From an optimization exercise on the open Yosys and OpenROAD flow, aimed at small area, a short achievable clock period and few clock cycles per item; shortcuts taken in it are not production practice.
Function was checked by simulation only, so behaviour that the tests miss may differ from the original.
Power figures rest on the tool's default switching activity, not on a simulated workload.

Setup of run A:
==> flow/design.v (excerpt) <==
module booth_multiplier #(
    parameter int N = 64
)(
    input  logic                    clk,
    input  logic                    rst,
    input  logic                    start,
    input  logic signed [N-1:0]     multiplicand,
    input  logic signed [N-1:0]     multiplier,
    output logic signed [(2*N)-1:0] product,
    output logic                    done
);
    logic [63:0]   M;           
    logic [63:0]   Q;           
    logic [65:0]   S, C;        
    logic [7:0]    SL, CL;      
    logic [3:0]    one, two, ng;    
    logic [3:0]    oneb, twob, ngb;    
    logic          first;       
    logic [2:0]    cnt;
    logic          busy, fin;
    logic [8:0]    lsum;
    logic          cout;
    assign lsum = {1'b0, SL} + {1'b0, CL};
    assign cout = lsum[8];
    function automatic logic [2:0] recode(input logic [2:0] b);
        recode[2] = b[1] ^ b[0];
        recode[1] = (b[2] & ~b[1] & ~b[0]) | (~b[2] & b[1] & b[0]);
        recode[0] = b[2];
    endfunction
    logic [8:0] nb;       
    logic [3:0] one_n, two_n, ng_n;
    always_comb begin
        if (start) nb = {multiplier[7:0], 1'b0};
        else       nb = Q[15:7];
        for (int j = 0; j < 4; j++)
            {one_n[j], two_n[j], ng_n[j]} = recode(nb[2*j +: 3]);
    end
    logic [65:0] pp0;
    logic [65:0] pp1;
    logic [65:0] pp2;
    logic [65:0] pp3;
    always_comb begin
        pp0[0] = ng[0] ^ (one[0] & M[0]);
        for (int i = 1; i < 33; i++) pp0[i] = ng[0] ^ ((one[0] & M[i]) | (two[0] & M[i-1]));
  ...
For scale: about 25000 sq um of cells after synthesis.
Settings: LEC_CHECK=0, CAP_MARGIN=20, CORE_MARGIN=2, CORE_UTILIZATION=60, CTS_BUF_LIST=sky130_fd_sc_hd__clkbuf_8, CTS_CLUSTER_SIZE=40, SETUP_SLACK_MARGIN=3.0, SLEW_MARGIN=20, SYNTH_HIERARCHICAL=1, SYNTH_MINIMUM_KEEP_SIZE=0, BUFFER_PORTS_ARGS=-buffer_cell sky130_fd_sc_hd__buf_2; clock period 6.0 ns.
standard.sh (not shown) runs the stock make flow with config.mk's settings and CLKGATE_MAP_FILE= SYNTH_SCRIPT=/design/flow/synth_recipe.tcl, a recipe that flattens the netlist after the stock synthesis.
==> flow/flow/run.sh <==
#!/bin/bash
# Own layout flow: the standard flow, with the port buffers made from
# sky130_fd_sc_hd__buf_2 cells instead of the default cell.
set -e
cp standard.sh standard_sh.txt
echo "export BUFFER_PORTS_ARGS = -buffer_cell sky130_fd_sc_hd__buf_2" >> config.mk
bash standard.sh > standard.log 2>&1
Testbench counts of run A, summed over its fixed seeds: cycles 2,880, items 288.
--- input diff run A..run B ---
--- a/flow/config.mk
+++ b/flow/config.mk
@@ -9,6 +9,4 @@
 export CORE_MARGIN = 2
-export CORE_UTILIZATION = 60
-export CTS_BUF_LIST = sky130_fd_sc_hd__clkbuf_8
-export CTS_CLUSTER_SIZE = 40
-export SETUP_SLACK_MARGIN = 3.0
+export CORE_UTILIZATION = 40
+export SETUP_SLACK_MARGIN = 3.3
 export SLEW_MARGIN = 20
Results
In run B relative to run A, cell area had gone up by more than 10%. As of run B, sum of routed wire length over all layers had risen by more than 10% compared to run A. Compared with run A, run B is hungrier on power.
For run C, these inputs were changed with respect to run B:
==> flow/flow/run.sh <==
#!/bin/bash
# Own layout flow: the standard flow, with the port buffers made from
# sky130_fd_sc_hd__buf_1 cells instead of the default cell.
set -e
cp standard.sh standard_sh.txt
echo "export BUFFER_PORTS_ARGS = -buffer_cell sky130_fd_sc_hd__buf_1" >> config.mk
bash standard.sh > standard.log 2>&1
--- a/flow/config.mk
+++ b/flow/config.mk
@@ -9,4 +9,4 @@
 export CORE_MARGIN = 2
-export CORE_UTILIZATION = 40
-export SETUP_SLACK_MARGIN = 3.3
+export CORE_UTILIZATION = 60
+export SETUP_SLACK_MARGIN = 3.0
 export SLEW_MARGIN = 20
@@ -14,2 +14,2 @@
 export SYNTH_MINIMUM_KEEP_SIZE = 0
-export BUFFER_PORTS_ARGS = -buffer_cell sky130_fd_sc_hd__buf_2
+export BUFFER_PORTS_ARGS = -buffer_cell sky130_fd_sc_hd__buf_1
[summary]
Final period demand of the worst path for run C is lower than for run B. Of run C and run B, the higher setup slack after placement belongs to run C. In run C relative to run B, clock buffer instance count of the final layout had gone down by a few percent. Run C reports a lower combinational power share than run B does. Internal power summed over all cells for run C is lower than for run B. Final cell utilization of the core: run C > run B. Final standard cell count with taps included and fillers excluded went down by more than 10% going from run B to run C. The flow did not stop early for run C: all stages ran, and the layout cleared the timing, DRC and antenna checks. Summary of run C over run B: placed cell area now sits lower; switching power share of the total now sits higher.

## what the ideal ports hide
How much do the figures lean on ideal ports? The routed layouts below were timed once more, with nothing changed but the port constraints.
Step 1: set_driving_cell puts a clkbuf_16 on clk and a buf_2 on each other input, an assumption about the parent block.
Step 2 adds t to the input delays and takes it off the output delays; t is the mean of the earliest and latest rising clock arrival at the registers after step 1. Input paths then give back, and output paths get back, about the clock's delay inside the block.
a / b / c = no drivers / after step 1 / after step 2; a / b = the first two.
run	t (ns)	setup slack, ns	latest minus earliest clock arrival (ns)
run A	0.702	3.032 / 3.032 / 2.620	0.034 / 0.033
run B	0.625	2.985 / 2.985 / 2.954	0.013 / 0.013
run C	0.617	3.035 / 3.035 / 2.586	0.022 / 0.023
After both steps setup and hold are still met in every run listed. The setup slack of run C, which loses most, moves by 0.000 ns with the drivers and by -0.449 ns with both steps.
